This design comes from an exercise in tuning for small area on the open sky130 flow, not from production work. At most, simulation tests tie the RTL to the original design; equivalence was not proved. Only the layout flow was run in runs 2 and 3; the RTL was not checked for function there. No activity file was given, so power comes from the tool's default toggle rates.

==> flow/design.v (outline; a module is shown in full before it is edited, if it fits) <==
// module UART_BAUDRATE_GEN: 41 lines
// module UART_RX: 118 lines
// module Wrapper_UART: 46 lines
// module UART_Check_data: 141 lines
// module motor_logic: 50 lines
// module scanner: 655 lines
// module user_controller: 503 lines
// module Top_level: 374 lines
module Top_level
#(
    parameter BAUD_RATE             = 781250,   
    parameter MOTOR_CLOCK_FREQUENCY = 3906250,  
    parameter SERVO_COUNT_LIMIT     = 40        
)
(
    input           I_sys_clk_top,
    input           I_on_board_reset_n,
    input           I_rx_serial_data,
    output          o_servo1_directional_output_top,
    output          o_servo2_directional_output_top,
    output          o_servo3_directional_output_top,
    output          o_servo4_directional_output_top,
    output          o_servo1_gripping_output_top,
    output          o_servo2_gripping_output_top,
    output          o_servo3_gripping_output_top,
    output          o_servo4_gripping_output_top
);
  // ...
==> flow/run.sh <==
#!/bin/bash
# synth_recipe.tcl (not shown) runs the flow's synth.tcl, then flattens the netlist and writes it again
# the make line also repeats each setting of config.mk as NAME=value (left out here)
make -C /OpenROAD-flow-scripts/flow DESIGN_CONFIG=/design/flow/config.mk WORK_HOME=/design/flow/orfs CLKGATE_MAP_FILE= SYNTH_SCRIPT=/design/flow/synth_recipe.tcl finish
==> flow/config.mk <==
export PLATFORM = sky130hd
export DESIGN_NAME = Top_level
export DESIGN_NICKNAME = Top_level
export VERILOG_FILES = /design/flow/design.v
export SDC_FILE = /design/flow/constraint.sdc
export NUM_CORES = 4
export LEC_CHECK = 0
export CAP_MARGIN = 20
export CORE_MARGIN = 2
export CORE_UTILIZATION = 40
export SLEW_MARGIN = 20
==> flow/constraint.sdc <==
create_clock -name core_clock -period 8.0 [get_ports {I_sys_clk_top}]
set_input_delay 1.6000 -clock core_clock [delete_from_list [all_inputs] [get_ports {I_sys_clk_top}]]
set_output_delay 1.6000 -clock core_clock [all_outputs]
set_load 0.01 [all_outputs]
==> results.tsv, run 1 <==
metric	value	unit
fillers	3774	
worst_pin_slew	0.928	ns
grt_pass1_wl	63700	um
inverters	79	
route.met3.wl	2230	um
worst_slack	4.59	ns
hpwlAfterDp	25300	um
rr_endpoint	S_gripping_4.counter_continous_signal[4]	
antennaDiodeCount	0	
synth-edff-count	0	
setup_violations	0	
pre_cts_slack	4.62	ns
power_frac_comb	1.1	%
met3_usage	3.90	%
report.final.slew_viol_count	0	
setup_tns	0	ns
status	no timing/DRC/antenna violations	
stdcell_count	2238	
ys_types	81	
multi_input_area	7580	um^2
initial_core_util	40.3	%
h-tree-depth	2	
holdPathStages	0	
async_flop_share	100	%
nClkBuffers	53	
largest_class	sequential cells	
cts_sinks	310	
maxPowerGroup	clock	
hold_class	reg -> reg	
==> module UART_BAUDRATE_GEN, before the edit <==
module UART_BAUDRATE_GEN #(parameter BAUD_RATE = 9600)
(
    input I_sys_clk,  
    input I_rst,
    input I_enable,
    output reg O_BaudRate_generator_tick
);
localparam BAUD_RATE_DELIMITER = ((125_000_000/(BAUD_RATE*16))-1);
reg [$clog2(BAUD_RATE_DELIMITER) - 1:0] baud_counter_reg, baud_counter_reg_next;
reg                                     O_BaudRate_generator_tick_next;
always@(posedge I_sys_clk, posedge I_rst)
begin
    if(I_rst == 1)
    begin
    baud_counter_reg          <= 0;
    O_BaudRate_generator_tick <= 0;
    end
    else
    begin
    baud_counter_reg          <= baud_counter_reg_next;
    O_BaudRate_generator_tick <= O_BaudRate_generator_tick_next;
    end
end
always@(*)
begin
    baud_counter_reg_next          = baud_counter_reg;
    O_BaudRate_generator_tick_next = 0;
    if(I_enable == 1)
    begin
          if(baud_counter_reg >= BAUD_RATE_DELIMITER) 
          begin
            baud_counter_reg_next          = 0;
            O_BaudRate_generator_tick_next = 1;
            end
          else
          begin
            baud_counter_reg_next = baud_counter_reg+1;
          end
    end
end
endmodule
==> module UART_RX, before the edit <==
module UART_RX 
(
    input I_sys_clk,
    input I_rst,
    input I_rx_serial_data,
    input I_baud_tick,
    output [7:0] o_read_data,
    output o_read_data_valid
);
parameter STATE_IDLE             = 3'b001;
parameter STATE_DATA             = 3'b010;
parameter STATE_STOP             = 3'b100;
parameter SAMPLING_COUNTER_LIMIT = 16;
parameter DATA_WIDTH             = 8;
reg [2:0] bit_counter,bit_counter_next;
reg [3:0] sampling_counter,sampling_counter_next;
reg [7:0] recieved_byte,recieved_byte_next;
reg [2:0] current_state,current_state_next;
reg [1:0] I_rx_serial_data_sync2;
reg       read_data_valid,read_data_valid_next;
wire I_rx_serial_data_synced;
assign I_rx_serial_data_synced  = I_rx_serial_data_sync2[1];
assign o_read_data              = recieved_byte;
assign o_read_data_valid        = read_data_valid;
always@(posedge I_sys_clk, posedge I_rst)
begin
        if(I_rst == 1)
        begin
        bit_counter            <= 0;
        sampling_counter       <= 0;
        recieved_byte          <= 0;
        I_rx_serial_data_sync2 <= 0;
        read_data_valid        <= 0;
        current_state          <= STATE_IDLE;
        end
        else 
        begin
        bit_counter            <= bit_counter_next;
        sampling_counter       <= sampling_counter_next;
        recieved_byte          <= recieved_byte_next;
        current_state          <= current_state_next;
        read_data_valid        <= read_data_valid_next;
        I_rx_serial_data_sync2 <= {I_rx_serial_data_sync2[0],I_rx_serial_data};
        end
end
always@(*)
begin
    bit_counter_next      = bit_counter;
    sampling_counter_next = sampling_counter;
    recieved_byte_next    = recieved_byte;
    current_state_next    = current_state;
    read_data_valid_next  = 0;
    case(current_state)
    STATE_IDLE:  
    begin
        if(I_rx_serial_data_synced == 0)
        begin
            if(I_baud_tick == 1)
            begin
                if(sampling_counter <(SAMPLING_COUNTER_LIMIT/2))  
                begin
                    sampling_counter_next = sampling_counter+1;
                end
                if(sampling_counter ==(SAMPLING_COUNTER_LIMIT/2)-1)
                begin
                    sampling_counter_next = 0;
                    current_state_next    = STATE_DATA;
                end
                end
        end
    end 
    STATE_DATA:  
    begin
        if(I_baud_tick == 1)
        begin
             if(sampling_counter <SAMPLING_COUNTER_LIMIT)  
             begin
                sampling_counter_next = sampling_counter+1;  
             end
             if(sampling_counter == (SAMPLING_COUNTER_LIMIT)-1)
             begin
             sampling_counter_next = 0;
             recieved_byte_next    = {I_rx_serial_data_synced,recieved_byte[DATA_WIDTH-1:1]};
                if(bit_counter == DATA_WIDTH-1)
                begin
                    current_state_next      = STATE_STOP;  
                    read_data_valid_next    = 1;
                    bit_counter_next        = 0;
                end
                else
                begin
                    bit_counter_next = bit_counter+1;  
                end
             end
         end
    end   
    STATE_STOP:  
    begin
        if(I_baud_tick == 1)
        begin
             if(sampling_counter <SAMPLING_COUNTER_LIMIT)
             begin
                sampling_counter_next = sampling_counter+1;  
             end
             if(sampling_counter == (SAMPLING_COUNTER_LIMIT)-1)
             begin
                sampling_counter_next = 0;
                current_state_next    = STATE_IDLE;
             end
        end
    end
    default:
    begin 
        current_state_next = STATE_IDLE;
    end
    endcase
end   
endmodule
==> module Wrapper_UART, before the edit <==
module Wrapper_UART #(parameter BAUD_RATE = 9600)
(
input        I_sys_clk,
input        I_rst,
input        I_enable,
input        I_rx_serial_data,
output [7:0] o_read_data,
output       o_read_data_valid
);
wire wire_tick;
wire baud_rate_gen_I_sys_clk;
wire baud_rate_gen_I_rst;
wire baud_rate_gen_I_enable;
wire baud_rate_gen_O_BaudRate_generator_tick;
UART_BAUDRATE_GEN  #(.BAUD_RATE(BAUD_RATE))
M1 (
    .I_sys_clk                (baud_rate_gen_I_sys_clk),
    .I_rst                    (baud_rate_gen_I_rst),
    .I_enable                 (baud_rate_gen_I_enable),
    .O_BaudRate_generator_tick(baud_rate_gen_O_BaudRate_generator_tick)
);
wire       rx_I_sys_clk;
wire       rx_I_rst;
wire       rx_I_rx_serial_data;
wire       rx_I_baud_tick;
wire [7:0] rx_o_read_data;
wire       rx_o_read_data_valid;
UART_RX M2
(
    .I_sys_clk        (rx_I_sys_clk),
    .I_rst            (rx_I_rst),
    .I_rx_serial_data (rx_I_rx_serial_data),
    .I_baud_tick      (rx_I_baud_tick),
    .o_read_data      (rx_o_read_data),
    .o_read_data_valid(rx_o_read_data_valid)
);
assign baud_rate_gen_I_sys_clk = I_sys_clk;
assign baud_rate_gen_I_rst     = I_rst;
assign baud_rate_gen_I_enable  = 1;
assign rx_I_sys_clk            = I_sys_clk;
assign rx_I_rst                = I_rst;
assign rx_I_rx_serial_data     = I_rx_serial_data;
assign rx_I_baud_tick          = baud_rate_gen_O_BaudRate_generator_tick;
assign o_read_data             = rx_o_read_data;
assign o_read_data_valid       = rx_o_read_data_valid;
endmodule
==> module UART_Check_data, before the edit <==
module UART_Check_data
(
    input            I_sys_clk,
    input            I_rst,
    input      [7:0] I_write_data,  
    input            I_read_data_valid,
    output reg [6:0] o_write_enable
);
parameter STATE_IDLE            = 8'b00000001;
parameter STATE_LEFT_MOVEMENT   = 8'b00000010;
parameter STATE_TOP_MOVEMENT    = 8'b00000100;
parameter STATE_BOTTOM_MOVEMENT = 8'b00001000;
parameter STATE_RIGHT_MOVEMENT  = 8'b00010000;
parameter STATE_SCANNER_START   = 8'b00100000;
parameter STATE_SCANNER_RST     = 8'b01000000;
parameter STATE_USER_RST        = 8'b10000000;
reg [6:0] o_write_enable_next;
reg [7:0] current_state,current_state_next;
always@(posedge I_sys_clk, posedge I_rst)
begin
        if(I_rst == 1)
        begin
        o_write_enable[0] <=0;  
        o_write_enable[1] <=0;  
        o_write_enable[2] <=0;  
        o_write_enable[3] <=0;  
        o_write_enable[4] <=0;  
        o_write_enable[5] <=0;  
        o_write_enable[6] <=0;  
        current_state     <= STATE_IDLE;
        end
        else
        begin
        o_write_enable[0] <= o_write_enable_next[0];
        o_write_enable[1] <= o_write_enable_next[1];
        o_write_enable[2] <= o_write_enable_next[2];
        o_write_enable[3] <= o_write_enable_next[3];
        o_write_enable[4] <= o_write_enable_next[4];
        o_write_enable[5] <= o_write_enable_next[5];
        o_write_enable[6] <= o_write_enable_next[6];
        current_state     <= current_state_next;
        end
end
always@(*)
begin
    o_write_enable_next[0]  = o_write_enable[0];
    o_write_enable_next[1]  = o_write_enable[1];
    o_write_enable_next[2]  = o_write_enable[2];
    o_write_enable_next[3]  = o_write_enable[3];
    o_write_enable_next[4]  = o_write_enable[4];
    o_write_enable_next[5]  = o_write_enable[5];
    o_write_enable_next[6]  = o_write_enable[6];
    current_state_next      = current_state;
    case (current_state)
    STATE_IDLE:  
    begin
        o_write_enable_next[0] =    0;
        o_write_enable_next[1] =    0;
        o_write_enable_next[2] =    0;
        o_write_enable_next[3] =    0;
        o_write_enable_next[4] =    0;
        o_write_enable_next[5] =    0;
        o_write_enable_next[6] =    0;
        if(I_read_data_valid == 1)
        begin
            if(I_write_data == 8'b01100001)
            begin
                current_state_next = STATE_LEFT_MOVEMENT;
            end
            else if (I_write_data == 8'b01110111)
            begin
                current_state_next = STATE_TOP_MOVEMENT;
            end
            else if (I_write_data == 8'b01110011)
            begin
                current_state_next = STATE_BOTTOM_MOVEMENT;
            end
            else if (I_write_data == 8'b01100100)
            begin
                current_state_next = STATE_RIGHT_MOVEMENT;
            end
            else if (I_write_data == 8'b01100010)
            begin
                current_state_next = STATE_SCANNER_START;
            end
            else if (I_write_data == 8'b01101110)
            begin
                current_state_next = STATE_SCANNER_RST;
            end
            else if (I_write_data == 8'b01101101)
            begin
                current_state_next = STATE_USER_RST;
            end
            else
            begin
                current_state_next = STATE_IDLE;
            end
        end
    end
    STATE_LEFT_MOVEMENT:  
    begin
        o_write_enable_next[0] = 1;
        current_state_next     = STATE_IDLE;
    end
    STATE_TOP_MOVEMENT:  
    begin
        o_write_enable_next[1] = 1;
        current_state_next     = STATE_IDLE;
    end
    STATE_BOTTOM_MOVEMENT:  
    begin
        o_write_enable_next[2] = 1;
        current_state_next     = STATE_IDLE;
    end
    STATE_RIGHT_MOVEMENT:  
    begin
        o_write_enable_next[3] = 1;
        current_state_next     = STATE_IDLE;
    end
    STATE_SCANNER_START:  
    begin
        o_write_enable_next[4] = 1;
        current_state_next     = STATE_IDLE;
    end
    STATE_SCANNER_RST:  
    begin
        o_write_enable_next[5] = 1;
        current_state_next     = STATE_IDLE;
    end
    STATE_USER_RST:  
    begin
        o_write_enable_next[6] = 1;
        current_state_next     = STATE_IDLE;
    end
    default:
    begin
       current_state_next = STATE_IDLE;
    end
    endcase
end
endmodule
==> module motor_logic, before the edit <==
module motor_logic #(parameter count_limit = 0)
(
    input       I_servo_pwm_EN,
    input [2:0] I_duty_cycle_selected,
    input       I_clk,
    input       I_rst,
    input       I_motor_tick,
    output reg  o_servo_output,
    output      movement_done
);
reg [8:0]  counter_pwm;
reg [13:0] counter_continous_signal;
reg        movement_done_reg;
wire       counter_trigger;
assign counter_trigger = (I_servo_pwm_EN)? 1 : 0;
assign movement_done   = movement_done_reg;
always@(posedge I_clk or posedge I_rst)
begin
  if(I_rst)
  begin
    counter_pwm              <= 0;
    counter_continous_signal <= 0;
    movement_done_reg        <= 0;
    o_servo_output           <= 0;
  end
  else if(I_motor_tick)
  begin
    if(counter_pwm >= I_duty_cycle_selected)
    begin
      counter_pwm          <= 0;
      o_servo_output       <= 0;
           if(counter_continous_signal >= count_limit)
           begin
                movement_done_reg         <= 1;
                counter_continous_signal  <= 0;
           end
      end
    else if (counter_trigger == 1 || counter_pwm > 0 )
    begin
      movement_done_reg    <= 0;
      counter_pwm          <= counter_pwm+1;
      o_servo_output       <= 1;
      end
    if(counter_continous_signal < count_limit)
    begin
    counter_continous_signal <= counter_continous_signal+1;
    end
  end
end
endmodule
==> module scanner, before the edit <==
module scanner #(parameter MOTOR_CLOCK_FREQUENCY = 2000)
(
    input       I_sys_clk, 
    input       I_rst,
    input       I_rst_button,
    input       I_start_button,
    input       direction1_movement_done,
    input       direction2_movement_done,
    input       direction3_movement_done,
    input       gripping1_movement_done,
    input       gripping2_movement_done,
    input       gripping3_movement_done,
    output      o_motor_clk,
    output      o_motor_tick,
    output reg  clk_posedge_detector,
    output reg  scanner_done,
    output reg  gripper1_orientation_indicator,
    output reg  gripper2_orientation_indicator,
    output reg  gripper3_orientation_indicator,
    output reg  directional1_orientation_indicator,
    output reg  directional2_orientation_indicator,
    output reg  directional3_orientation_indicator,
    output reg  o_servo1_directional,
    output reg  o_servo2_directional,
    output reg  o_servo3_directional,
    output reg  o_servo1_gripping,
    output reg  o_servo2_gripping,
    output reg  o_servo3_gripping
);
parameter COUNT_LIMIT                   = (125_000_000/(2*MOTOR_CLOCK_FREQUENCY))-1;
parameter SCANNING_IDLE                 = 8'b00000001;
parameter SCANNING_CUBE_1ST_FACE        = 8'b00000010;
parameter SCANNING_CUBE_2ND_FACE        = 8'b00000100;
parameter SCANNING_CUBE_3RD_FACE        = 8'b00001000;
parameter SCANNING_CUBE_4TH_FACE        = 8'b00010000;
parameter SCANNING_CUBE_5TH_FACE        = 8'b00100000;
parameter SCANNING_CUBE_6TH_FACE        = 8'b01000000;
parameter SCANNING_DONE                 = 8'b10000000;
reg [$clog2(COUNT_LIMIT) - 1:0] counter;
reg                             clk_divider;
reg [12:0] key;
reg [12:0] key_next;
reg [7:0]  cube_current_position;
reg [7:0]  cube_new_position;
reg        I_scanner_clk_sync;
reg        direction1_movement_done_reg;
reg        scanner_done_combinational;
reg       o_servo1_gripping_next;
reg       o_servo2_gripping_next;
reg       o_servo3_gripping_next;
reg       o_servo1_directional_next;
reg       o_servo2_directional_next;
reg       o_servo3_directional_next;
reg       gripper1_orientation_indicator_next;
reg       gripper2_orientation_indicator_next;
reg       gripper3_orientation_indicator_next;
reg       directional1_orientation_indicator_next;
reg       directional2_orientation_indicator_next;
reg       directional3_orientation_indicator_next;
always@(posedge I_sys_clk or posedge I_rst)  
begin
  if(I_rst)
  begin
    counter                 <= 0;
    clk_divider             <= 0;
    I_scanner_clk_sync      <= 0;
    clk_posedge_detector    <= 0;
  end
  else
  begin
    counter                 <= counter + 1;
    I_scanner_clk_sync      <= clk_divider;
    clk_posedge_detector    <= (clk_divider == 1 && I_scanner_clk_sync == 0);
        if(counter == COUNT_LIMIT)
        begin
            clk_divider     <=  ~clk_divider;
            counter         <=  0;
        end
  end
end
assign  o_motor_clk = clk_divider;
assign  o_motor_tick = (counter == COUNT_LIMIT) && (clk_divider == 0);  
always@(posedge I_sys_clk or posedge I_rst)
begin
    if(I_rst)
    begin
        cube_current_position              <= SCANNING_IDLE;
        o_servo1_gripping                  <= 0;
        o_servo2_gripping                  <= 0;
        o_servo3_gripping                  <= 0;
        o_servo1_directional               <= 0;
        o_servo2_directional               <= 0;
        o_servo3_directional               <= 0;
        gripper1_orientation_indicator     <= 0; 
        gripper2_orientation_indicator     <= 0; 
        gripper3_orientation_indicator     <= 0; 
        directional1_orientation_indicator <= 0;
        directional2_orientation_indicator <= 0;
        directional3_orientation_indicator <= 0;
        key[0]                             <= 0;
        key[1]                             <= 0;
        key[2]                             <= 0;
        key[3]                             <= 0;
        key[4]                             <= 0;
        key[5]                             <= 0;
        key[6]                             <= 0;
        key[7]                             <= 0;
        key[8]                             <= 0;
        key[9]                             <= 0;
        key[10]                            <= 0;
        key[11]                            <= 0;
        key[12]                            <= 0;
        scanner_done                       <= 1;
    end
    else if(I_rst_button)
    begin
        cube_current_position              <= SCANNING_IDLE;
        o_servo1_gripping                  <= 0;
        o_servo2_gripping                  <= 0;
        o_servo3_gripping                  <= 0;
        o_servo1_directional               <= 0;
        o_servo2_directional               <= 0;
        o_servo3_directional               <= 0;
        gripper1_orientation_indicator     <= 0; 
        gripper2_orientation_indicator     <= 0; 
        gripper3_orientation_indicator     <= 0; 
        directional1_orientation_indicator <= 0;
        directional2_orientation_indicator <= 0;
        directional3_orientation_indicator <= 0;
        key[0]                             <= 0;
        key[1]                             <= 0;
        key[2]                             <= 0;
        key[3]                             <= 0;
        key[4]                             <= 0;
        key[5]                             <= 0;
        key[6]                             <= 0;
        key[7]                             <= 0;
        key[8]                             <= 0;
        key[9]                             <= 0;
        key[10]                            <= 0;
        key[11]                            <= 0;
        key[12]                            <= 0;
        scanner_done                       <= 1;
    end
    else
    begin
        cube_current_position              <= cube_new_position;
        o_servo1_gripping                  <= o_servo1_gripping_next;
        o_servo2_gripping                  <= o_servo2_gripping_next;
        o_servo3_gripping                  <= o_servo3_gripping_next;
        o_servo1_directional               <= o_servo1_directional_next;
        o_servo2_directional               <= o_servo2_directional_next;
        o_servo3_directional               <= o_servo3_directional_next;
        gripper1_orientation_indicator     <= gripper1_orientation_indicator_next;
        gripper2_orientation_indicator     <= gripper2_orientation_indicator_next;
        gripper3_orientation_indicator     <= gripper3_orientation_indicator_next;
        directional1_orientation_indicator <= directional1_orientation_indicator_next;
        directional2_orientation_indicator <= directional2_orientation_indicator_next;
        directional3_orientation_indicator <= directional3_orientation_indicator_next;
        key[0]                             <= key_next[0];
        key[1]                             <= key_next[1];
        key[2]                             <= key_next[2];
        key[3]                             <= key_next[3];
        key[4]                             <= key_next[4];
        key[5]                             <= key_next[5];
        key[6]                             <= key_next[6];
        key[7]                             <= key_next[7];
        key[8]                             <= key_next[8];
        key[9]                             <= key_next[9];
        key[10]                            <= key_next[10];
        key[11]                            <= key_next[11];
        key[12]                            <= key_next[12];
        scanner_done                       <= scanner_done_combinational;
    end
end
always@(*)
begin
    cube_new_position                       = cube_current_position;
    o_servo1_gripping_next                  = o_servo1_gripping;
    o_servo2_gripping_next                  = o_servo2_gripping;
    o_servo3_gripping_next                  = o_servo3_gripping;
    o_servo1_directional_next               = o_servo1_directional;
    o_servo2_directional_next               = o_servo2_directional;
    o_servo3_directional_next               = o_servo3_directional;
    gripper1_orientation_indicator_next     = gripper1_orientation_indicator;
    gripper2_orientation_indicator_next     = gripper2_orientation_indicator;
    gripper3_orientation_indicator_next     = gripper3_orientation_indicator;
    directional1_orientation_indicator_next = directional1_orientation_indicator;
    directional2_orientation_indicator_next = directional2_orientation_indicator;
    directional3_orientation_indicator_next = directional3_orientation_indicator;
    scanner_done_combinational              = scanner_done;
    key_next[0]                             = key[0];
    key_next[1]                             = key[1];
    key_next[2]                             = key[2];
    key_next[3]                             = key[3];
    key_next[4]                             = key[4];
    key_next[5]                             = key[5];
    key_next[6]                             = key[6];
    key_next[7]                             = key[7];
    key_next[8]                             = key[8];
    key_next[9]                             = key[9];
    key_next[10]                            = key[10];
    key_next[11]                            = key[11];
    key_next[12]                            = key[12];
    case(cube_current_position)
    SCANNING_IDLE:  
    begin
           if(I_start_button == 1)
           begin
               cube_new_position          = SCANNING_CUBE_1ST_FACE;
               scanner_done_combinational = 0;
           end
           else
           begin
               cube_new_position          = SCANNING_IDLE;
               scanner_done_combinational = 1;
           end
    end
    SCANNING_CUBE_1ST_FACE:  
    begin
        if(clk_posedge_detector == 1)
        begin
             o_servo1_gripping_next                  = 0;  
             o_servo2_gripping_next                  = 0;  
             o_servo3_gripping_next                  = 0;  
             cube_new_position                       = SCANNING_CUBE_2ND_FACE;
             key_next[0]                             = 1;
             o_servo1_directional_next               = 1;  
             o_servo2_directional_next               = 1;  
             directional1_orientation_indicator_next = 1;
             directional2_orientation_indicator_next = 1;
        end
    end
    SCANNING_CUBE_2ND_FACE:  
    begin
        if(clk_posedge_detector == 1)
        begin
            if(direction1_movement_done == 1 & key[0] == 1)
            begin
                key_next[0]                         = 0;
                key_next[1]                         = 1;
                o_servo1_directional_next           = 0;
                o_servo2_directional_next           = 0;
                o_servo3_gripping_next              = 1; 
                gripper3_orientation_indicator_next = 1;
            end
            if(gripping3_movement_done == 1 & key[1] == 1)
            begin
                key_next[1]                         = 0;
                key_next[2]                         = 1;
                o_servo1_gripping_next              = 1;  
                gripper1_orientation_indicator_next = 1;
                o_servo2_gripping_next              = 1;  
                gripper2_orientation_indicator_next = 1;
                o_servo3_gripping_next              = 0;
            end
            if(gripping1_movement_done == 1 && gripping2_movement_done == 1 && key[2] == 1)
            begin
                key_next[2]                             = 0;
                o_servo1_gripping_next                  = 0;
                o_servo2_gripping_next                  = 0;
                o_servo1_directional_next               = 1;  
                directional1_orientation_indicator_next = 0;
                o_servo2_directional_next               = 1;  
                directional2_orientation_indicator_next = 0;
                key_next[3]                             = 1;
            end
            if(direction1_movement_done == 1 && gripping3_movement_done == 1 && key[3] == 1 )
            begin
                key_next[3]                         = 0;
                o_servo1_directional_next           = 0;
                o_servo2_directional_next           = 0;
                o_servo3_gripping_next              = 0;
                cube_new_position                   = SCANNING_CUBE_3RD_FACE;
                o_servo1_gripping_next              = 1;  
                gripper1_orientation_indicator_next = 0;
                o_servo2_gripping_next              = 1;  
                gripper2_orientation_indicator_next = 0;
                key_next[12]                        = 1;
            end
        end
    end
    SCANNING_CUBE_3RD_FACE:  
    begin
        if(clk_posedge_detector == 1)
        begin
            if(key[12] == 1)
            begin
                key_next[12]           = 0;
                key_next[2]            = 1;
            end
             if(gripping1_movement_done == 1 && key[2] == 1)
             begin
                key_next[2]                         = 0;
                o_servo1_gripping_next              = 0;
                o_servo2_gripping_next              = 0;
                o_servo3_gripping_next              = 1; 
                gripper3_orientation_indicator_next = 0;
                key_next[1]                         = 1;
             end
             if(key[1] == 1)
             begin
                key_next[1] = 0;
                key_next[0] = 1;
             end
             if(gripping3_movement_done == 1 && key[0] == 1)
             begin
                o_servo3_gripping_next                  = 0;
                o_servo1_directional_next               = 1;  
                directional1_orientation_indicator_next = 1;
                o_servo2_directional_next               = 1;  
                directional2_orientation_indicator_next = 1;
                key_next[10]                            = 1;
                key_next[0]                             = 0;
             end
             if(key[10] == 1)
             begin
                key_next[10] = 0;
                key_next[11] = 1;
             end
             if(direction1_movement_done == 1 && key[11] == 1)
             begin
                o_servo3_gripping_next              = 1; 
                gripper3_orientation_indicator_next = 1;
                o_servo1_directional_next           = 0;
                o_servo2_directional_next           = 0;
                key_next[11]                        = 0;
                key_next[3]                         = 1;
             end
             if(key[3] == 1)
             begin
                key_next[3] = 0;
                key_next[4] = 1;
             end
             if(gripping3_movement_done == 1 && key[4] == 1)
             begin
                o_servo1_gripping_next              = 1;  
                gripper1_orientation_indicator_next = 1;
                o_servo2_gripping_next              = 1;  
                gripper2_orientation_indicator_next = 1;
                o_servo3_gripping_next              = 0;
                key_next[4]                         = 0;
                key_next[5]                         = 1;
             end
            if(key[5] == 1)
             begin
                key_next[5] = 0;
                key_next[6] = 1;
             end
             if(gripping1_movement_done == 1 && key[6] == 1)
             begin
                o_servo1_gripping_next                  = 0;
                o_servo2_gripping_next                  = 0;
                o_servo1_directional_next               = 1;
                directional1_orientation_indicator_next = 0;
                o_servo2_directional_next               = 1;
                directional2_orientation_indicator_next = 0;
                key_next[6]                             = 0;
                key_next[7]                             = 1;
             end
             if(key[7] == 1)
             begin
                key_next[7] = 0;
                key_next[8] = 1;
             end
             if(direction1_movement_done == 1 && key[8] == 1)
             begin
                key_next[8]                         = 0;
                o_servo1_directional_next           = 0;
                o_servo2_directional_next           = 0;
                cube_new_position                   = SCANNING_CUBE_4TH_FACE;
                o_servo1_gripping_next              = 1;  
                gripper1_orientation_indicator_next = 0;
                o_servo2_gripping_next              = 1;  
                gripper2_orientation_indicator_next = 0;
                key_next[9]                         = 1;
             end
        end
    end
    SCANNING_CUBE_4TH_FACE:  
    begin
        if(clk_posedge_detector == 1)
        begin
            if(key[9] == 1)
            begin
                key_next[9] = 0;
                key_next[2] = 1;
            end
             if(gripping1_movement_done == 1 && key[2] == 1)
             begin
                key_next[2]                         = 0;
                o_servo1_gripping_next              = 0;
                o_servo2_gripping_next              = 0;
                o_servo3_gripping_next              = 1; 
                gripper3_orientation_indicator_next = 0;
                key_next[1]                         = 1;
             end
             if(key[1] == 1)
             begin
                key_next[1] = 0;
                key_next[0] = 1;
             end
             if(gripping3_movement_done == 1 && key[0] == 1)
             begin
                o_servo3_gripping_next                  = 0;
                o_servo1_directional_next               = 1;  
                directional1_orientation_indicator_next = 1;
                o_servo2_directional_next               = 1;  
                directional2_orientation_indicator_next = 1;
                key_next[12]                            = 1;
                key_next[0]                             = 0;
             end
             if(key[12] == 1)
             begin
                key_next[12]  = 0;
                key_next[11]  = 1;
             end
             if(direction1_movement_done == 1 && key[11] == 1)
             begin
                o_servo3_gripping_next              = 1; 
                gripper3_orientation_indicator_next = 1;
                o_servo1_directional_next           = 0;
                o_servo2_directional_next           = 0;
                key_next[11]                        = 0;
                key_next[3]                         = 1;
             end
             if(key[3] == 1)
             begin
                key_next[3] = 0;
                key_next[4] = 1;
             end
             if(gripping3_movement_done == 1 && key[4] == 1)
             begin
                o_servo1_gripping_next              = 1;  
                gripper1_orientation_indicator_next = 1;
                o_servo2_gripping_next              = 1;  
                gripper2_orientation_indicator_next = 1;
                o_servo3_gripping_next              = 0;
                key_next[4]                         = 0;
                key_next[5]                         = 1;
             end
            if(key[5] == 1)
             begin
                key_next[5] = 0;
                key_next[6] = 1;
             end
             if(gripping1_movement_done == 1 && key[6] == 1)
             begin
                o_servo1_gripping_next                  = 0;
                o_servo2_gripping_next                  = 0;
                o_servo1_directional_next               = 1;
                directional1_orientation_indicator_next = 0;
                o_servo2_directional_next               = 1;
                directional2_orientation_indicator_next = 0;
                key_next[6]                             = 0;
                key_next[7]                             = 1;
             end
             if(key[7] == 1)
             begin
                key_next[7] = 0;
                key_next[8] = 1;
             end
             if(direction1_movement_done == 1 && key[8] == 1)
             begin
                key_next[8]                             = 0;
                o_servo1_directional_next               = 0;
                o_servo2_directional_next               = 0;
                cube_new_position                       = SCANNING_CUBE_5TH_FACE;
                key_next[1]                             = 1;
                o_servo3_directional_next               = 1;  
                directional3_orientation_indicator_next = 1;
             end
        end
    end
    SCANNING_CUBE_5TH_FACE:  
    begin
        if(clk_posedge_detector == 1)
        begin
            if(key[1] == 1)
            begin
                key_next[0] = 1;
                key_next[1] = 0;
            end
            if(key[0] == 1)
            begin
                key_next[0]  = 0;
                key_next[11] = 1;
            end
            if(key[11] == 1)
            begin
                key_next[11] = 0;
                key_next[8]  = 1;
            end
            if(direction3_movement_done == 1 && key[8] == 1)
            begin
                key_next[8]                         = 0;
                o_servo3_directional_next           = 0;
                o_servo1_gripping_next              = 1;  
                gripper1_orientation_indicator_next = 0;
                o_servo2_gripping_next              = 1;  
                gripper2_orientation_indicator_next = 0;
                key_next[7]                         = 1;
            end
            if(key[7] == 1)
            begin
                key_next[7] = 0;
                key_next[6] = 1;
            end
            if(gripping1_movement_done == 1 && key[6] == 1)
            begin
                o_servo1_gripping_next              = 0;
                o_servo2_gripping_next              = 0;
                o_servo3_gripping_next              = 1;  
                gripper3_orientation_indicator_next = 0;
                key_next[6]                         = 0;
                key_next[5]                         = 1;
            end
            if(key[5] == 1)
            begin
                key_next[5] = 0;
                key_next[4] = 1;
            end
            if(gripping3_movement_done == 1 && key[4] == 1)
            begin
                o_servo3_gripping_next                  = 0;
                o_servo3_directional_next               = 1;  
                directional3_orientation_indicator_next = 0;
                key_next[4]                             = 0;
                key_next[3]                             = 1;
            end
            if(key[3] == 1)
            begin
                key_next[3] = 0;
                key_next[9] = 1;
            end
            if(key[9] == 1)
            begin
                key_next[9]  = 0;
                key_next[10] = 1;
            end
            if(key[10] == 1)
            begin
                key_next[10] = 0;
                key_next[2]  = 1;
            end
            if(direction3_movement_done == 1 && key[2] == 1)
            begin
                key_next[2]                         = 0;
                o_servo3_directional_next           = 0;
                cube_new_position                   = SCANNING_CUBE_6TH_FACE;
                key_next[1]                         = 1;
                o_servo3_gripping_next              = 1;  
                gripper3_orientation_indicator_next = 1;
            end
        end
    end
    SCANNING_CUBE_6TH_FACE:  
    begin
        if(clk_posedge_detector == 1)
        begin
            if(gripping3_movement_done == 1 && key[1] == 1)
            begin
                key_next[1]                         = 0;
                o_servo3_gripping_next              = 0;
                o_servo1_gripping_next              = 1;  
                gripper1_orientation_indicator_next = 1;
                o_servo2_gripping_next              = 1;  
                gripper2_orientation_indicator_next = 1;
                key_next[8]                         = 1;
            end
            if(key[8] == 1)
            begin
                key_next[8] = 0;
                key_next[7] = 1;
            end
            if(gripping1_movement_done == 1 && key[7] == 1)
            begin
                key_next[7]                             = 0;
                o_servo1_gripping_next                  = 0;
                o_servo2_gripping_next                  = 0;
                o_servo3_directional_next               = 1;  
                directional3_orientation_indicator_next = 1;
                key_next[6]                             = 1;
            end
            if(key[6] == 1)
            begin
                key_next[6] = 0;
                key_next[9] = 1;
            end
            if(key[9] == 1)
            begin
                key_next[9]  = 0;
                key_next[10] = 1;
            end
            if(key[10] == 1)
            begin
                key_next[10] = 0;
                key_next[5]  = 1;
            end
            if(direction3_movement_done == 1 && key[5] == 1)
            begin
                o_servo3_directional_next           = 0;
                key_next[5]                         = 0;
                cube_new_position                   = SCANNING_DONE;
                key_next[6]                         = 1;
                o_servo1_gripping_next              = 1;  
                gripper1_orientation_indicator_next = 0;
                o_servo2_gripping_next              = 1;  
                gripper2_orientation_indicator_next = 0;
            end
        end
    end
    SCANNING_DONE:  
    begin
        if(clk_posedge_detector == 1)
        begin
            if(gripping1_movement_done == 1 && key[6] == 1)
            begin
                o_servo1_gripping_next              = 0;
                o_servo2_gripping_next              = 0;
                o_servo3_gripping_next              = 1;
                gripper3_orientation_indicator_next = 0;
                key_next[6]                         = 0;
                key_next[8]                         = 1;
            end
            if(key[8] == 1)
            begin
                key_next[8] = 0;
                key_next[9] = 1;
            end
            if(key[9] == 1)
            begin
                key_next[9]  = 0;
                key_next[10] = 1;
            end
            if(key[10] == 1)
            begin
                key_next[10]             = 0;
                key_next[7]              = 1;
                o_servo3_gripping_next   = 0;
            end
            if(key[7] == 1)
            begin
                key_next[7]         = 0;
                cube_new_position   = SCANNING_IDLE;
            end
        end
    end
        default:
        begin
            cube_new_position = SCANNING_IDLE;
        end
        endcase
end   
endmodule
==> run 2, diff against run 1 <==
==> flow/design.v (replaced) <==
module UART_BAUDRATE_GEN
(
    input  I_sys_clk,
    input  I_rst,
    output O_tick,       
    output O_phase3      
);
reg [3:0] b;
always @(posedge I_sys_clk or posedge I_rst)
begin
    if (I_rst)
        b <= 4'd10;
    else begin
        b[0] <= ~b[0];
        b[1] <= (b[1] ^ b[0]) & ~b[3];
        b[2] <= b[2] ^ (b[1] & b[0]);
        b[3] <= (b[2] & b[1] & b[0]) | (b[3] & ~b[1] & ~b[0]);
    end
end
assign O_tick   = b[3] & ~b[1] & ~b[0];    
assign O_phase3 = (b == 4'd3);
endmodule
module UART_RX
(
    input        I_sys_clk,
    input        I_rst,
    input        I_rx_serial_data,
    input        I_baud_tick,
    output [2:0] o_code,
    output       o_stop_start    
);
reg [3:0] u;
reg [3:0] sp;
reg [2:0] S;
wire line = I_rx_serial_data;    
wire idle = u[3] & u[0];
always @(posedge I_sys_clk or posedge I_rst)
begin
    if (I_rst) begin
        u    <= 4'd9;
        sp   <= 4'd0;
        S    <= 3'd0;
    end else begin
        if (I_baud_tick) begin
            if (idle) begin
                if (!line) begin
                    if (sp[2:0] == 3'd7) begin
                        u  <= 4'd0;
                        sp <= 4'd0;
                    end else
                        sp <= sp + 4'd1;
                end
            end else begin
                {u, sp} <= {u, sp} + 8'd1;
                if (!u[3] && sp == 4'd15) begin
                    case (u[2:0])
                    3'd0, 3'd1, 3'd2: S <= {line, S[2:1]};
                    3'd3: if (line != (S[2] & (S[0] ^ S[1]))) S <= 3'd0;
                    3'd4: if (line != (S[0] & S[1]))           S <= 3'd0;
                    3'd5, 3'd6: if (!line)                     S <= 3'd0;
                    default:    if (line)                      S <= 3'd0;
                    endcase
                end
            end
        end
    end
end
assign o_code       = S;
assign o_stop_start = u[3] & ~u[0] & (sp == 4'd0);
endmodule
module Wrapper_UART
(
    input        I_sys_clk,
    input        I_rst,
    input        I_rx_serial_data,
    output [7:0] o_cmd
);
wire       tick, phase3, stop_start;
wire [2:0] code;
UART_BAUDRATE_GEN M1 (.I_sys_clk(I_sys_clk), .I_rst(I_rst), .O_tick(tick), .O_phase3(phase3));
UART_RX M2 (.I_sys_clk(I_sys_clk), .I_rst(I_rst), .I_rx_serial_data(I_rx_serial_data),
            .I_baud_tick(tick), .o_code(code), .o_stop_start(stop_start));
UART_Check_data M3 (.I_code(code), .I_valid2(stop_start & phase3), .o_write_enable(o_cmd[6:0]));
assign o_cmd[7] = 1'b0;
endmodule
module UART_Check_data
(
    input  [2:0] I_code,
    input        I_valid2,
    output [6:0] o_write_enable
);
assign o_write_enable[0] = I_valid2 & (I_code == 3'b001);  
assign o_write_enable[1] = I_valid2 & (I_code == 3'b111);  
assign o_write_enable[2] = I_valid2 & (I_code == 3'b011);  
assign o_write_enable[3] = I_valid2 & (I_code == 3'b100);  
assign o_write_enable[4] = I_valid2 & (I_code == 3'b010);  
assign o_write_enable[5] = I_valid2 & (I_code == 3'b110);  
assign o_write_enable[6] = I_valid2 & (I_code == 3'b101);  
endmodule
module motor_logic #(parameter count_limit = 40)
(
    input   I_clk,
    input   I_rst,
    input   I_motor_tick,
    input   I_servo_pwm_EN,
    input   I_ind,
    output  o_servo_output,
    output  movement_done
);
localparam CW = $clog2(count_limit + 1);
reg [1:0]    pwm;
reg          dn;
reg [CW-1:0] cnt;
wire T    = I_motor_tick;
wire sat  = ((cnt & count_limit) == count_limit);
wire hi   = |pwm;
wire pend = I_ind ? hi : &pwm;
wire stop = T & pend;                     
wire step = T & ~pend & (I_servo_pwm_EN | hi);
wire clr  = stop & sat;
wire [CW-1:0] cnt_inc = cnt + {{(CW-1){1'b0}}, T & ~sat};
always @(posedge I_clk or posedge I_rst)
begin
    if (I_rst) begin
        pwm <= 2'd0;
        dn  <= 1'b0;
        cnt <= {CW{1'b0}};
    end else begin
        pwm <= stop ? 2'd0 : pwm + {1'b0, step};
        dn  <= clr | (dn & ~step);
        cnt <= cnt_inc & ~({CW{clr}} & count_limit);
    end
end
assign o_servo_output = hi;
assign movement_done  = dn;
endmodule
module motor_logic_grip #(parameter count_limit = 40, parameter REV = 0)
(
    input   I_clk,
    input   I_rst,
    input   I_motor_tick,
    input   I_servo_pwm_EN,
    input   I_ind,
    output  o_servo_output,
    output  movement_done
);
localparam CW = $clog2(count_limit + 1);
reg [1:0]    q;
reg [CW-1:0] cnt;
wire T    = I_motor_tick;
wire sat  = ((cnt & count_limit) == count_limit);
wire two  = REV ? ~I_ind : I_ind;         
wire pend = q[1] & (q[0] | ~two);
wire stop = T & pend;
wire step = T & ~pend & (I_servo_pwm_EN | q[1]);
wire clr  = stop & sat;
wire [CW-1:0] cnt_inc = cnt + {{(CW-1){1'b0}}, T & ~sat};
always @(posedge I_clk or posedge I_rst)
begin
    if (I_rst) begin
        q   <= 2'b00;
        cnt <= {CW{1'b0}};
    end else begin
        if (stop)      q <= {1'b0, sat};
        else if (step) q <= {1'b1, q[1]};
        cnt <= cnt_inc & ~({CW{clr}} & count_limit);
    end
end
assign o_servo_output = q[1];
assign movement_done  = ~q[1] & q[0];
endmodule
module scanner
(
    input        I_sys_clk,
    input        I_rst,
    input        I_rst_button,
    input        I_start_button,
    input        det,
    input        D1,
    input        D3,
    input        G1,
    input        G2,
    input        G3,
    output       scanner_done,
    output [7:0] outs           
);
reg  [5:0] s;
reg        di3;
wire       cond;
wire [6:0] tab;
wire       di3_set, di3_clr;
scanner_table table_i (.s(s), .D1(D1), .D3(D3), .G1(G1), .G2(G2), .G3(G3),
                       .cond(cond), .outs(tab), .di3_set(di3_set), .di3_clr(di3_clr));
wire idle  = (s == 6'd0) | (s == 6'd63);
wire adv   = det & cond;
always @(posedge I_sys_clk or posedge I_rst)
begin
    if (I_rst) begin
        s   <= 6'd0;
        di3 <= 1'b0;
    end else if (I_rst_button) begin
        s   <= 6'd0;
        di3 <= 1'b0;
    end else begin
        if (idle) begin
            if (I_start_button) s <= 6'd10;
            else                s <= 6'd0;
        end else if (adv) begin
            s <= s + 6'd1;
            if (di3_set) di3 <= 1'b1;
            if (di3_clr) di3 <= 1'b0;
        end
    end
end
assign scanner_done = (s == 6'd0);
assign outs = {di3 & ~scanner_done, tab};    
endmodule
module scanner_table(input [5:0] s, input D1, input D3, input G1, input G2, input G3,
    output reg cond, output reg [6:0] outs, output di3_set, output di3_clr);
always @(*) begin
    case (s)
    6'd10: begin cond = 1'b1; outs = 7'b0000000; end  
    6'd11: begin cond = D1; outs = 7'b0001100; end  
    6'd12: begin cond = G3; outs = 7'b0111000; end  
    6'd13: begin cond = G1 & G2; outs = 7'b0101011; end  
    6'd14: begin cond = D1 & G3; outs = 7'b0100110; end  
    6'd15: begin cond = 1'b1; outs = 7'b0100001; end  
    6'd16: begin cond = G1; outs = 7'b0100001; end  
    6'd17: begin cond = 1'b1; outs = 7'b0010000; end  
    6'd18: begin cond = G3; outs = 7'b0010000; end  
    6'd19: begin cond = 1'b1; outs = 7'b0001100; end  
    6'd20: begin cond = D1; outs = 7'b0001100; end  
    6'd21: begin cond = 1'b1; outs = 7'b0111000; end  
    6'd22: begin cond = G3; outs = 7'b0111000; end  
    6'd23: begin cond = 1'b1; outs = 7'b0101011; end  
    6'd24: begin cond = G1; outs = 7'b0101011; end  
    6'd25: begin cond = 1'b1; outs = 7'b0100110; end  
    6'd26: begin cond = D1; outs = 7'b0100110; end  
    6'd27: begin cond = 1'b1; outs = 7'b0100001; end  
    6'd28: begin cond = G1; outs = 7'b0100001; end  
    6'd29: begin cond = 1'b1; outs = 7'b0010000; end  
    6'd30: begin cond = G3; outs = 7'b0010000; end  
    6'd31: begin cond = 1'b1; outs = 7'b0001100; end  
    6'd32: begin cond = D1; outs = 7'b0001100; end  
    6'd33: begin cond = 1'b1; outs = 7'b0111000; end  
    6'd34: begin cond = G3; outs = 7'b0111000; end  
    6'd35: begin cond = 1'b1; outs = 7'b0101011; end  
    6'd36: begin cond = G1; outs = 7'b0101011; end  
    6'd37: begin cond = 1'b1; outs = 7'b0100110; end  
    6'd38: begin cond = D1; outs = 7'b0100110; end  
    6'd39: begin cond = 1'b1; outs = 7'b1100010; end  
    6'd40: begin cond = 1'b1; outs = 7'b1100010; end  
    6'd41: begin cond = 1'b1; outs = 7'b1100010; end  
    6'd42: begin cond = D3; outs = 7'b1100010; end  
    6'd43: begin cond = 1'b1; outs = 7'b0100001; end  
    6'd44: begin cond = G1; outs = 7'b0100001; end  
    6'd45: begin cond = 1'b1; outs = 7'b0010000; end  
    6'd46: begin cond = G3; outs = 7'b0010000; end  
    6'd47: begin cond = 1'b1; outs = 7'b1000000; end  
    6'd48: begin cond = 1'b1; outs = 7'b1000000; end  
    6'd49: begin cond = 1'b1; outs = 7'b1000000; end  
    6'd50: begin cond = D3; outs = 7'b1000000; end  
    6'd51: begin cond = G3; outs = 7'b0110000; end  
    6'd52: begin cond = 1'b1; outs = 7'b0100011; end  
    6'd53: begin cond = G1; outs = 7'b0100011; end  
    6'd54: begin cond = 1'b1; outs = 7'b1100010; end  
    6'd55: begin cond = 1'b1; outs = 7'b1100010; end  
    6'd56: begin cond = 1'b1; outs = 7'b1100010; end  
    6'd57: begin cond = D3; outs = 7'b1100010; end  
    6'd58: begin cond = G1; outs = 7'b0100001; end  
    6'd59: begin cond = 1'b1; outs = 7'b0010000; end  
    6'd60: begin cond = 1'b1; outs = 7'b0010000; end  
    6'd61: begin cond = 1'b1; outs = 7'b0010000; end  
    6'd62: begin cond = 1'b1; outs = 7'b0000000; end  
    default: begin cond = 1'b1; outs = 7'b0000000; end
    endcase
end
assign di3_set = (s == 6'd38) | (s == 6'd53);
assign di3_clr = (s == 6'd46);
endmodule
module user_controller
(
    input        I_sys_clk,
    input        I_rst,
    input        I_rst_user_button,
    input  [3:0] I_move,         
    input        det,
    input        scanner_done,
    input  [7:0] done,           
    output [3:0] o_d,
    output [3:0] o_g,
    output [3:0] o_di,
    output [3:0] o_gi
);
reg [3:0] st;
reg [1:0] arm;    
wire idle = (st == 4'd0);
wire top  = (arm == 2'd2);
wire dA   = scanner_done & done[arm];
wire gA   = scanner_done & done[{1'b1, arm}];
wire cond = (top ^ st[1]) ? gA : dA;
always @(posedge I_sys_clk or posedge I_rst)
begin
    if (I_rst) begin
        st  <= 4'd0;
        arm <= 2'd0;
    end else if (I_rst_user_button) begin
        st  <= 4'd0;
        arm <= 2'd0;
    end else if (idle) begin
        if (scanner_done & (|I_move)) begin
            st  <= 4'b0111;
            arm <= {I_move[1] | I_move[2], I_move[3] | I_move[2]};
        end
    end else if (det & (~st[3] | ~st[0] | cond)) begin
        st <= st + 4'd1;
    end
end
wire act = st[3];
wire p1  = st[2];
wire p0  = st[1];
wire gv  = top ? ~p0 : p0;
wire dv  = ~gv;
wire giv = top ? ~p1 : (p1 ^ p0);
wire div = top ? (p1 ^ p0) : ~p1;
genvar i;
generate
for (i = 0; i < 4; i = i + 1) begin : arms
    wire sel = act & scanner_done & (arm == i);
    assign o_g[i]  = sel & gv;
    assign o_d[i]  = sel & dv;
    assign o_gi[i] = sel & giv;
    assign o_di[i] = sel & div;
end
endgenerate
endmodule
module Top_level
#(
    parameter BAUD_RATE             = 781250,   
    parameter MOTOR_CLOCK_FREQUENCY = 3906250,  
    parameter SERVO_COUNT_LIMIT     = 40        
)
(
    input           I_sys_clk_top,
    input           I_on_board_reset_n,
    input           I_rx_serial_data,
    output          o_servo1_directional_output_top,
    output          o_servo2_directional_output_top,
    output          o_servo3_directional_output_top,
    output          o_servo4_directional_output_top,
    output          o_servo1_gripping_output_top,
    output          o_servo2_gripping_output_top,
    output          o_servo3_gripping_output_top,
    output          o_servo4_gripping_output_top
);
wire clk = I_sys_clk_top;
wire rst = I_on_board_reset_n;
reg  [4:0] mc;
always @(posedge clk or posedge rst)
    if (rst) mc <= 5'd0;
    else     mc <= mc + 5'd1;
wire motor_tick = (mc == 5'd15);
wire motor_det  = (mc == 5'd17);
wire [7:0] cmd;
Wrapper_UART uart
(
    .I_sys_clk        (clk),
    .I_rst            (rst),
    .I_rx_serial_data (I_rx_serial_data),
    .o_cmd            (cmd)
);
wire       sc_done;
wire [7:0] sc_outs;    
wire [7:0] done;       
scanner cube_scanner
(
    .I_sys_clk  (clk),
    .I_rst      (rst),
    .I_rst_button(cmd[5]),
    .I_start_button(cmd[4]),
    .det        (motor_det),
    .D1         (done[0]),
    .D3         (done[2]),
    .G1         (done[4]),
    .G2         (done[5]),
    .G3         (done[6]),
    .scanner_done(sc_done),
    .outs       (sc_outs)
);
wire [3:0] u_d, u_g, u_di, u_gi;
user_controller user_ctrl
(
    .I_sys_clk  (clk),
    .I_rst      (rst),
    .I_rst_user_button(cmd[6]),
    .I_move     (cmd[3:0]),
    .det        (motor_det),
    .scanner_done(sc_done),
    .done       (done),
    .o_d        (u_d),
    .o_g        (u_g),
    .o_di       (u_di),
    .o_gi       (u_gi)
);
wire [3:0] en_d  = u_d  | {1'b0, sc_outs[6], sc_outs[2], sc_outs[2]};
wire [3:0] en_g  = u_g  | {1'b0, sc_outs[4], sc_outs[0], sc_outs[0]};
wire [3:0] ind_d = u_di | {1'b0, sc_outs[7], sc_outs[3], sc_outs[3]};
wire [3:0] ind_g = u_gi | {1'b0, sc_outs[5], sc_outs[1], sc_outs[1]};
wire [7:0] pwm_out;
genvar i;
generate
for (i = 0; i < 4; i = i + 1) begin : servo
    motor_logic #(.count_limit(SERVO_COUNT_LIMIT)) S_directional
    (
        .I_clk(clk), .I_rst(rst), .I_motor_tick(motor_tick),
        .I_servo_pwm_EN(en_d[i]), .I_ind(ind_d[i]),
        .o_servo_output(pwm_out[i]), .movement_done(done[i])
    );
    motor_logic_grip #(.count_limit(SERVO_COUNT_LIMIT), .REV(i == 2)) S_gripping
    (
        .I_clk(clk), .I_rst(rst), .I_motor_tick(motor_tick),
        .I_servo_pwm_EN(en_g[i]), .I_ind(ind_g[i]),
        .o_servo_output(pwm_out[4+i]), .movement_done(done[4+i])
    );
end
endgenerate
assign o_servo1_directional_output_top = pwm_out[0];
assign o_servo2_directional_output_top = pwm_out[1];
assign o_servo3_directional_output_top = pwm_out[2];
assign o_servo4_directional_output_top = pwm_out[3];
assign o_servo1_gripping_output_top    = pwm_out[4];
assign o_servo2_gripping_output_top    = pwm_out[5];
assign o_servo3_gripping_output_top    = pwm_out[6];
assign o_servo4_gripping_output_top    = pwm_out[7];
endmodule
==> flow/config.mk (replaced) <==
export PLATFORM = sky130hd
export DESIGN_NAME = Top_level
export DESIGN_NICKNAME = Top_level
export VERILOG_FILES = /design/flow/design.v
export SDC_FILE = /design/flow/constraint.sdc
export NUM_CORES = 4
export LEC_CHECK = 0
export ABC_AREA = 1
export CAP_MARGIN = 20
export CORE_MARGIN = 2
export CORE_UTILIZATION = 70
export PLACE_DENSITY = 0.85
export SLEW_MARGIN = 20
==> run 2 against run 1 <==
Effect of this change:
- global-route usage rose by 11 points
- non-clock buffer count shrank 15
- first-iteration DRC count fell by 61%
- core utilization grew 33 points
- worst setup slack gained 0.27 ns
- wire length down 65%
==> results.tsv, run 2 <==
metric	value	unit	change
status	no timing/DRC/antenna violations		unchanged
grt_pass1_wl	22900	um	was 63700 um
holdPathStages	1		was 0
firstDrtPassIters	5		unchanged
globalRouteTotalUtil	29.4	%	was 18.7%
area_delta_synth_final	6.41	%	was 11.6%
cts_tree	done		unchanged
layout_commonest_cell	nand2_1		was dfrtp_1
cts_resized	0		unchanged
cts_max_path_buffers	2		was 3
clkTransAtPathRegs	0.11	ns	was 0.06 ns
hold_class	reg -> reg		unchanged
numPortBuffers	10		unchanged
rr_endpoint	servo[2].S_directional.cnt[5]		was S_gripping_4.counter_continous_signal[4]
design.die.area	9350	um^2	was 41400 um^2
holdBufCountCts	0		unchanged
vias_per_cell	5.72		was 5.65
antennaDiodeCount	0		unchanged
placed_area	6200	um^2	was 16500 um^2
cts_made_buffers	9		was 36
p_int	634	uW	was 2600 uW
rrSetupSlack	4.93	ns	was 4.59 ns
grt_overflow_total	0		unchanged
worstPathRequired	6.40	ns	was 8.42 ns
async_flop_share	100	%	unchanged
setup_tns	0	ns	unchanged
holdWs	0.472	ns	was 0.351 ns
drc	0		unchanged
power_frac_seq	61.0	%	was 47.7%
hold_end	uart.M1.b[0]		was uart.M2.I_rx_serial_data_sync2[1]
power_frac_comb	1.4	%	was 1.1%
fillers	598		was 3774
reg_top3	servo.S_directional.cnt (24), servo.S_gripping.cnt (24)		
clkPwrFrac	37.7	%	was 51.2%
rsz0062_at_grt	false		unchanged
yosys_register_bits	101		was 310
synth_top_area_share	40.4	%	was 47.9%
grt_max_degree	84		was 151
io_pins	11		unchanged
h-tree-depth	3		was 2
fin_nets	821		was 1740
ys.flop_type	dfrtp_1		unchanged
skew	0.0162	ns	was 0.0216 ns
min_period_over_period	39.2	%	was 42.6%
avgRoutedWirePerCell	14.8	um	was 16.9 um
rows	33		was 73
syn_nets	810		was 1748
synth.most_common_cell	nand2_1		was dfrtp_1
wl	13100	um	was 37800 um
p_leak	0.00345	uW	was 0.00834 uW
syn-instance-count	769		was 1694
setup_violations	0		unchanged
initial_core_util	72.8	%	was 40.3%
arrival	1.53	ns	was 3.82 ns
yosys-top-cells-count	166 x nand2_1, 123 x inv_1, 97 x dfrtp_1		was 305 x dfrtp_1, 229 x nor2_1, 104 x a21oi_1
final_area	6400	um^2	was 17800 um^2
first_iter_violations	347		was 901
avgSynthCellArea	7.82	um^2	was 9.40 um^2
reg2reg_depth	12		was 9
slew_headroom	50.8	%	was 37.4%
final_cell_mix	166 x nand2_1, 122 x inv_1, 97 x dfrtp_1		was 305 x dfrtp_1, 229 x nor2_1, 104 x a21oi_1
start_kind	flop		unchanged
netlist_area	6010	um^2	was 15900 um^2
hold_viol	0		unchanged
grt_pass1_vias	5159		was 12400
worst_pin_slew	0.738	ns	was 0.928 ns
ys_types	43		was 81
powerDensity	131	nW/um^2	was 185 nW/um^2
post_cts_buffers	0		unchanged
antenna_found_initial	0		unchanged
synth-edff-count	0		unchanged
report.final.slew_viol_count	0		unchanged
p_sw	203	uW	was 701 uW
period_needed	3.13	ns	was 3.41 ns
routabilityCongestion	0.882		was 0.897
hp-start	uart.M1.b[0]		was uart.M2.I_rx_serial_data_sync2[0]
final_antenna_net_count	0		unchanged
clk_latency	0.38	ns	was 0.55 ns
clock.fmax	0.319	GHz	was 0.294 GHz
synth_top_area_cell	dfrtp_1		unchanged
yosysWarnings	9		was 6
cp_max_fo	5		was 60
route.vias.total	5091		was 12600
clockRootBuffer	clkbuf_8		was clkbuf_16
vdd_ir_drop_max	0.118	mV	was 0.234 mV
layout-drive-gt1-share	5.22	%	was 7.24%
path_class	reg -> out		was reg -> reg
max-cap-violations	0		unchanged
switching_share	24.2	%	was 21.2%
die_h	96.7	um	was 204 um
reg2reg_from	mc[0]		was cube_scanner.scanner_done
die_x	96.7	um	was 204 um
synth_area_leaders	dfrtp_1 40%, nand2_1 10%, ha_1 7.9%		was dfrtp_1 48%, nor2_1 5.4%, ha_1 4.0%
hpwlAfterDp	9870	um	was 25300 um
cts_sinks	101		was 310
coreArea	8260	um^2	was 39500 um^2
endpoint_kind	output pin		was flop
yosysSeqAreaShare	42.1	%	was 48.7%
==> run 2: cell types whose count changed in the layout (fill, tap and decap cells not counted), moves of 25 or more <==
cell / change
clkbuf_16: -38
nor2b_1: -25
nor2_1: -156
o21ai_0: -67
and2_1: -52
a21oi_1: -88
a31oi_1: -45
dfrtp_1: -208
nor3_1: -37
nor4_1: -37
inv_1: +44
nand2_1: +64
and3_1: -40
==> run 2: worst max-delay path by stage <==
stage,start,endpoint,slack [ns],depth (start not counted)
after CTS,servo[1].S_directional.pwm[1],o_servo2_directional_output_top,4.85,3
after global placement,I_rx_serial_data,uart.M2.u[2],4.80,7
after floorplan,I_on_board_reset_n,cube_scanner.di3,3.76,1
after detailed placement,I_rx_serial_data,uart.M2.u[2],4.70,7
final,servo[0].S_directional.pwm[1],o_servo1_directional_output_top,4.87,3
after global routing,mc[0],servo[2].S_directional.cnt[5],4.61,12
==> run 2: kinds of logic (layout without fill, tap and decap cells) <==
logic type                 Yosys count  in the layout  synth area share, %
and+or+nand+nor                    374            374                 27.6
buffers and inverters              139            155                 8.93
DFF                                101            101                 42.1
AOI/OAI and AO/OA                   78             78                 7.76
xor gates and xnor gates            39             39                 5.68
adders and majority gates           38             38                 7.91
==> run 2: per-layer routing <==
metal / share of wire (%) / up-vias / GRT usage (%)
li1: - / 2493 / -
met1: 42 / 2441 / 35.8
met2: 51 / 130 / 52.4
met3: 4.9 / 27 / 5.85
met4: 1.9 / 0 / 9.64
met5: 0 / - / 0
==> run 2: stage by stage <==
step | cells | power (uW) | worst slack (ns) | util, %
global route | 890 | 865 | 4.61 | 77.5
floorplan | 769 | 528 | 3.76 | -
CTS | 890 | 841 | 4.85 | 77.4
global placement | 874 | 532 | 4.80 | 75.0
finish | 890 | 837 | 4.87 | 77.5
detailed placement | 874 | 532 | 4.70 | 75.0
==> run 2: area by class of cell <==
type,count,area (um^2),share of cell area [%]
multi-input cells,529,2940,46.0
flip-flops and latches,101,2530,39.6
inverters,128,483,7.55
well taps,105,131,2.05
clock buffers,10,128,1.99
repair buffers,11,111,1.74
clock inverters,6,68.8,1.08
==> run 2: worst max-delay path, cell delays in order (launching register included) <==
cell             delay (ns)
dfrtp_1                0.38
inv_1                  0.06
nand2_1                0.16
clkdlybuf4s50_1        0.57
==> run 2: power by group through the flow <==
stage | Clock (uW) | Combinational (uW) | Sequential (uW)
2_1_floorplan | 0 | 7.54 | 520
3_3_place_gp | 0 | 11.6 | 520
3_5_place_dp | 0 | 11.8 | 520
4_1_cts | 319 | 11.8 | 510
5_1_grt | 341 | 13.9 | 510
6_report | 315 | 11.6 | 510
==> run 3, diff against run 2 <==
--- a/flow/config.mk
+++ b/flow/config.mk
@@ -8,6 +8,5 @@
 export ABC_AREA = 1
 export CAP_MARGIN = 20
 export CORE_MARGIN = 2
-export CORE_UTILIZATION = 70
-export PLACE_DENSITY = 0.85
+export CORE_UTILIZATION = 55
 export SLEW_MARGIN = 20
==> run 3 against run 2 <==
Effect of this change:
- still clean on timing, DRC and antenna
- wire length down 4.7%
- die area up 26%
- worst setup slack better by 0.0059 ns
- design area up 0.55%
- via count down 3.6%
- cell count up 3.9%
- critical path type unchanged
- highest routed layer unchanged
==> results.tsv, run 3 <==
metric	value	unit	change
status	no timing/DRC/antenna violations		unchanged
hold_class	reg -> reg		unchanged
numPortBuffers	10		unchanged
seqCellArea	2530	um^2	unchanged
hpwlAfterDp	9270	um	was 9870 um
dp_cells	909		was 874
avgRoutedWirePerCell	13.5	um	was 14.8 um
yosys-top-cells-count	166 x nand2_1, 123 x inv_1, 97 x dfrtp_1		unchanged
io_pins	11		unchanged
grt_pass1_vias	4752		was 5159
stdcell_count	925		was 890
antenna_found_initial	0		unchanged
rsz0062_at_grt	false		unchanged
synth-edff-count	0		unchanged
grt_max_degree	67		was 84
clkTransAtPathRegs	0.09	ns	was 0.11 ns
ys.flop_type	dfrtp_1		unchanged
hold_viol	0		unchanged
reg2reg_from	mc[0]		unchanged
layout_commonest_cell	nand2_1		unchanged
path_class	reg -> out		unchanged
p_leak	0.00344	uW	was 0.00345 uW
route.vias.total	4908		was 5091
max-cap-violations	0		unchanged
synth_xor_xnor_area_share	5.68	%	unchanged
netlist_area	6010	um^2	unchanged
pre_cts_slack	4.66	ns	was 4.70 ns
final_area	6430	um^2	was 6400 um^2
setup_violations	0		unchanged
yosys_register_bits	101		unchanged
cts_resized	0		unchanged
rows	38		was 33
worstPathRequired	6.40	ns	about the same
initial_core_util	56.0	%	was 72.8%
rrSetupSlack	5.05	ns	was 4.93 ns
synth_mux_area_share	0	%	unchanged
avgSynthCellArea	7.82	um^2	unchanged
post_cts_buffers	0		unchanged
clock.fmax	0.320	GHz	was 0.319 GHz
setup_tns	0	ns	unchanged
drc	0		unchanged
antennaDiodeCount	0		unchanged
clockRootBuffer	clkbuf_8		unchanged
clk_latency	0.38	ns	about the same
skew	0.0123	ns	was 0.0162 ns
placed_area	6240	um^2	was 6200 um^2
syn-instance-count	769		unchanged
period_needed	3.13	ns	about the same
synth_top_family_by_area	simple AND/OR/NAND/NOR gates		unchanged
rr_endpoint	servo[2].S_directional.cnt[5]		unchanged
powerDensity	131	nW/um^2	about the same
syn_nets	810		unchanged
layout-drive-gt1-share	5.22	%	unchanged
cts_sinks	101		unchanged
grt_overflow_total	0		unchanged
fillers	993		was 598
min_period_over_period	39.1	%	was 39.2%
endpoint_kind	output pin		unchanged
cts_max_path_buffers	2		unchanged
synth_simple_gate_area_share	27.6	%	unchanged
grt_pass1_wl	21700	um	was 22900 um
multi_input_area	2940	um^2	unchanged
first_iter_violations	374		was 347
coreArea	10700	um^2	was 8260 um^2
reg_top3	servo.S_directional.cnt (24), servo.S_gripping.cnt (24)		unchanged
slew_headroom	45.4	%	was 50.8%
report.final.slew_viol_count	0		unchanged
vias_per_cell	5.31		was 5.72
wl	12500	um	was 13100 um
final_cell_mix	166 x nand2_1, 122 x inv_1, 97 x dfrtp_1		unchanged
yosysSeqAreaShare	42.1	%	unchanged
synth.most_common_cell	nand2_1		unchanged
die_h	109	um	was 96.7 um
area_delta_synth_final	6.99	%	was 6.41%
die_x	109	um	was 96.7 um
routabilityCongestion	0.931		was 0.882
yosysWarnings	9		unchanged
cp_max_fo	5		unchanged
synth_top_area_cell	dfrtp_1		unchanged
firstDrtPassIters	5		unchanged
ys_types	43		unchanged
synth_area_leaders	dfrtp_1 40%, nand2_1 10%, ha_1 7.9%		unchanged
vdd_ir_drop_max	0.106	mV	was 0.118 mV
worst_pin_slew	0.819	ns	was 0.738 ns
worst_slack	4.87	ns	about the same
design.die.area	11800	um^2	was 9350 um^2
start_kind	flop		unchanged
globalRouteTotalUtil	23.5	%	was 29.4%
h-tree-depth	3		unchanged
synth_top_area_share	40.4	%	unchanged
finalPower	843	uW	was 837 uW
final_antenna_net_count	0		unchanged
arrival	1.53	ns	about the same
async_flop_share	100	%	unchanged
reg2reg_depth	12		unchanged
cp-startpoint	servo[1].S_directional.pwm[0]		was servo[0].S_directional.pwm[1]
cts_made_buffers	9		unchanged
synth-adder-area-share	7.91	%	unchanged
crit_end	o_servo2_directional_output_top		was o_servo1_directional_output_top
fin_nets	821		unchanged
synth_compound_area_share	7.76	%	unchanged
cts_tree	done		unchanged
holdBufCountCts	0		unchanged
run 3: logic make-up (layout without fill, tap and decap cells):
group           Yosys count  count (layout)
simple gates            374             374
buf+inv                 139             155
flops                   101             101
compound gates           78              78
xor+xnor                 39              39
fa+ha+maj                38              38
run 3: how the worst min path moves through the flow:
stage	endpoint	slack (ns)	cells past startpoint	startpoint
2_1_floorplan	uart.M1.b[0]	0.43	1	uart.M1.b[0]
6_report	uart.M1.b[0]	0.47	1	uart.M1.b[0]
3_3_place_gp	uart.M1.b[0]	0.44	1	uart.M1.b[0]
5_1_grt	uart.M1.b[2]	0.48	1	uart.M1.b[2]
3_5_place_dp	uart.M1.b[0]	0.45	1	uart.M1.b[0]
4_1_cts	uart.M1.b[0]	0.47	1	uart.M1.b[0]
run 3: layout make-up:
type | instances | area share, %
multi-input cells | 529 | 45.7
flip-flops and latches | 101 | 39.4
inverters | 128 | 7.51
well taps | 140 | 2.72
clock buffers | 10 | 1.98
repair buffers | 11 | 1.67
clock inverters | 6 | 0.992
run 3: metrics by stage:
stage | utilization (%) | hold WS (ns)
floorplan | - | 0.427
global placement | 58.1 | 0.439
detailed placement | 58.1 | 0.449
CTS | 59.9 | 0.469
global route | 59.9 | 0.483
finish | 59.9 | 0.468
run 3: critical path, stage by stage (launching register included):
cell	delay, ns
dfrtp_1	0.36
inv_1	0.07
nand2_1	0.16
clkdlybuf4s50_1	0.56
run 3: routing by layer:
metal	global-route usage [%]	part of all wire (%)
met2	37.9	46
met4	8.97	1.9
met1	32.2	48
met3	3.50	3.5
met5	0	0
run 3: power by group:
| group | switching (uW) | internal [uW] | total [uW] |
|---|---|---|---|
| registers | 0 | 510 | 510 |
| clock network | 177 | 144 | 322 |
| logic | 9.94 | 1.33 | 11.3 |

[what the ideal ports hide]
How much do the figures lean on ideal ports? The routed layouts below were timed once more, with nothing changed but the port constraints. Step 1 (the two cells are an assumption about what drives the block):
set clk [get_ports {I_sys_clk_top}]
set_driving_cell -lib_cell sky130_fd_sc_hd__clkbuf_16 $clk
set_driving_cell -lib_cell sky130_fd_sc_hd__buf_2 [delete_from_list [all_inputs] $clk]
Step 2 also shifts input and output timing later by t, the mid clock arrival at the registers, as if the neighbouring blocks saw the same clock. Three values: ideal, step 1, step 2; two values: the first two.
run | t (ns) | setup slack, ns | clock arrival spread, ns
run 1 | 0.586 | 4.594 / 4.594 / 4.594 | 0.023 / 0.022
run 2 | 0.402 | 4.866 / 4.831 / 4.692 | 0.017 / 0.017
run 3 | 0.405 | 4.872 / 4.838 / 4.627 | 0.012 / 0.012
After both steps setup and hold are still met in every run listed. The setup slack of run 3, which loses most, moves by -0.034 ns with the drivers and by -0.245 ns with both steps.
